This is an optimization exercise on Yosys and OpenROAD, whose aim is small area, not a production implementation.
The RTL was checked by simulation tests, not by an equivalence proof against the original design.
Power is estimated from default activity; no workload was simulated.

run A:
## runningdog
module runningdog
	(
		CLOCK_50,
		resetn,
		KEY,
		plot,
		x,
		y,
		colour,
		HEX0,
		HEX1,
		HEX2,
		HEX3,
		HEX4,
		HEX5
	);
	input			CLOCK_50;
	input			resetn;
	input   [3:1]   KEY;
	output			plot;
	output	reg [7:0]	x;
	output	reg [6:0]	y;
	output	reg [2:0]	colour;
	output   [6:0] HEX0, HEX1, HEX2, HEX3, HEX4, HEX5;
	localparam  BEGIN = 4'd0,
	            GROUND = 4'd8,
	            DRAW = 4'd4,
	            DRAW_TREE = 4'd7,
	            DRAW_BIRD = 4'd5,
	            DRAW_DEATH = 4'd6,
	            DELAY = 4'd9,
	            ERASE = 4'd10,
	            NEW_XY = 4'd12,
	            NEW_XY_TREE = 4'd13,
	            NEW_XY_BIRD = 4'd14;
	reg [3:0] state, next_state;
	wire s_begin  = (state == BEGIN);
	wire s_ground = (state == GROUND);
	wire s_draw   = (state == DRAW);
	wire s_tree   = (state == DRAW_TREE);
	wire s_bird   = (state == DRAW_BIRD);
	wire s_death  = (state == DRAW_DEATH);
	wire s_delay  = (state == DELAY);
	wire s_erase  = (state == ERASE);
	wire s_nxy    = (state == NEW_XY);
	wire s_nxtree = (state == NEW_XY_TREE);
	wire s_nxbird = (state == NEW_XY_BIRD);
	assign plot = s_ground | s_draw | s_tree | s_bird | s_death | s_erase;
	wire [23:0] count;
	wire is_count;
	counter c0(count, HEX0, HEX1, HEX2, HEX3, HEX4, HEX5, CLOCK_50, KEY[1] & resetn, is_count);
	wire c_lt5  = (count < 24'd5);
	wire c_lt10 = (count < 24'd10);
	reg [12:0] lfsr;
	always @(posedge CLOCK_50)
	begin
  ...
For scale: ~66 I/O pins, roughly 0.0061 mm^2 of cells after synthesis.
export LEC_CHECK = 0
export CAP_MARGIN = 20
export CORE_MARGIN = 2
export CORE_UTILIZATION = 40
export SLEW_MARGIN = 20
export SYNTH_NETLIST_FILES = /design/flow/my_netlist.v
export BUFFER_PORTS_ARGS = -buffer_cell sky130_fd_sc_hd__buf_1
export CTS_ARGS = -sink_clustering_enable -repair_clock_nets -dont_use_dummy_load -buf_list sky130_fd_sc_hd__clkbuf_8
create_clock -name core_clock -period 10.0 [get_ports {CLOCK_50}]
standard.sh (not shown) runs the stock make flow with config.mk's settings and CLKGATE_MAP_FILE= SYNTH_SCRIPT=/design/flow/synth_recipe.tcl, a recipe that flattens the netlist after the stock synthesis.
==> flow/flow/run.sh <==
#!/bin/bash
# Layout flow: the standard synthesis with stronger ABC scripts for the
# combinational logic (flow/my_synth.tcl; flow/abc_*.script, deep synthesis
# and area mapping), run four ways in parallel, keeping the smallest netlist;
# then the standard layout (standard.sh) of that netlist, with the
# smallest buffer on each port and small clock buffers. Each tool's output
# goes to a log in this folder: synth_*.log, layout.log.
set -euo pipefail
W=$(pwd)
best=""; best_area=""
for s in deep dc2 synch amap; do
  (
    export MY_ABC_SCRIPT=$W/flow/abc_$s.script
    make -C $FLOW_HOME DESIGN_CONFIG=$W/config.mk WORK_HOME=$W/syn_$s CLKGATE_MAP_FILE= \
      SYNTH_SCRIPT=$W/flow/my_synth.tcl synth > $W/synth_$s.log 2>&1
  ) &
done
wait
for s in deep dc2 synch amap; do
  r=$W/syn_$s/reports/$FLOW_PLATFORM/runningdog/base/synth_stat.txt
  [ -f $W/syn_$s/results/$FLOW_PLATFORM/runningdog/base/1_2_yosys.v ] && [ -f $r ] || continue
  a=$(grep "Chip area" $r | awk '{print $NF}')
  echo "$s $a" >> $W/synth_choice.log
  if [ -z "$best" ] || awk "BEGIN{exit !($a < $best_area)}"; then best=$s; best_area=$a; fi
done
echo "chosen: $best $best_area" >> $W/synth_choice.log
cp $W/syn_$best/results/$FLOW_PLATFORM/runningdog/base/1_2_yosys.v $W/my_netlist.v
echo "export SYNTH_NETLIST_FILES = $W/my_netlist.v" >> $W/config.mk
echo "export BUFFER_PORTS_ARGS = -buffer_cell sky130_fd_sc_hd__buf_1" >> $W/config.mk
echo "export CTS_ARGS = -sink_clustering_enable -repair_clock_nets -dont_use_dummy_load -buf_list sky130_fd_sc_hd__clkbuf_8" >> $W/config.mk
bash standard.sh > $W/layout.log 2>&1
Other scripts of this flow, unchanged in this note and not shown: flow/flow/abc_amap.script, flow/flow/abc_dc2.script, flow/flow/abc_deep.script, flow/flow/abc_synch.script, flow/flow/my_synth.tcl
--- input diff run A..run B ---
--- a/flow/design.v
+++ b/flow/design.v
@@ -64,23 +64,23 @@
 	output	reg [2:0]	colour;
 	output   [6:0] HEX0, HEX1, HEX2, HEX3, HEX4, HEX5;
 	localparam  BEGIN = 4'd0,
 	            GROUND = 4'd8,
 	            DRAW = 4'd4,
 	            DRAW_TREE = 4'd7,
 	            DRAW_BIRD = 4'd5,
 	            DRAW_DEATH = 4'd6,
 	            DELAY = 4'd9,
 	            ERASE = 4'd10,
-	            NEW_XY = 4'd12,
-	            NEW_XY_TREE = 4'd13,
-	            NEW_XY_BIRD = 4'd14;
+	            NEW_XY = 4'd1,
+	            NEW_XY_TREE = 4'd2,
+	            NEW_XY_BIRD = 4'd3;
 	reg [3:0] state, next_state;
 	wire s_begin  = (state == BEGIN);
 	wire s_ground = (state == GROUND);
 	wire s_draw   = (state == DRAW);
 	wire s_tree   = (state == DRAW_TREE);
 	wire s_bird   = (state == DRAW_BIRD);
 	wire s_death  = (state == DRAW_DEATH);
 	wire s_delay  = (state == DELAY);
 	wire s_erase  = (state == ERASE);
 	wire s_nxy    = (state == NEW_XY);
Vertical die dimension: run B > run A
Summary: with run A as the reference, critical path depth in run B moved up by more than a quarter.
In the flow results for run A and run B, the share of the clock period used by the worst path after layout is smaller on run B.
In run B relative to run A, final instance area had gone up slightly.
Wire: run B routes less than run A
Between run A and run B, the flow reports design internal power increasing by more than a quarter.
Buffer and inverter count on the worst path in run B vs run A: up 1
Diff run A -> run B: area used by multi-input combinational logic has remained practically unchanged, area overhead of the layout relative to synthesis has decreased, multi-input combinational cell count saw little to no change, met2 routing resource usage after global routing has decreased, setup slack of the critical path after layout moved up.

## afterwards: timing with drivers on the ports
How much do the figures lean on ideal ports? The routed layouts below were timed once more, with nothing changed but the port constraints. Step 1 (the two cells are an assumption about what drives the block):
set clk [get_ports {CLOCK_50}]
set_driving_cell -lib_cell sky130_fd_sc_hd__clkbuf_16 $clk
set_driving_cell -lib_cell sky130_fd_sc_hd__buf_2 [delete_from_list [all_inputs] $clk]
Step 2 times the ports against the registers' clock, not the clock port: input delays grow and output delays shrink by t, the midpoint of the rising clock arrivals with the driver on. a / b / c = no drivers / after step 1 / after step 2; a / b = the first two.
| run | t (ns) | setup slack, ns | cell pins on the clock port's net |
|---|---|---|---|
| run A | 0.395 | 2.525 / 2.489 / 2.884 | 1 |
| run B | 0.410 | 2.775 / 2.734 / 3.144 | 1 |
After both steps setup and hold are still met in every run listed.
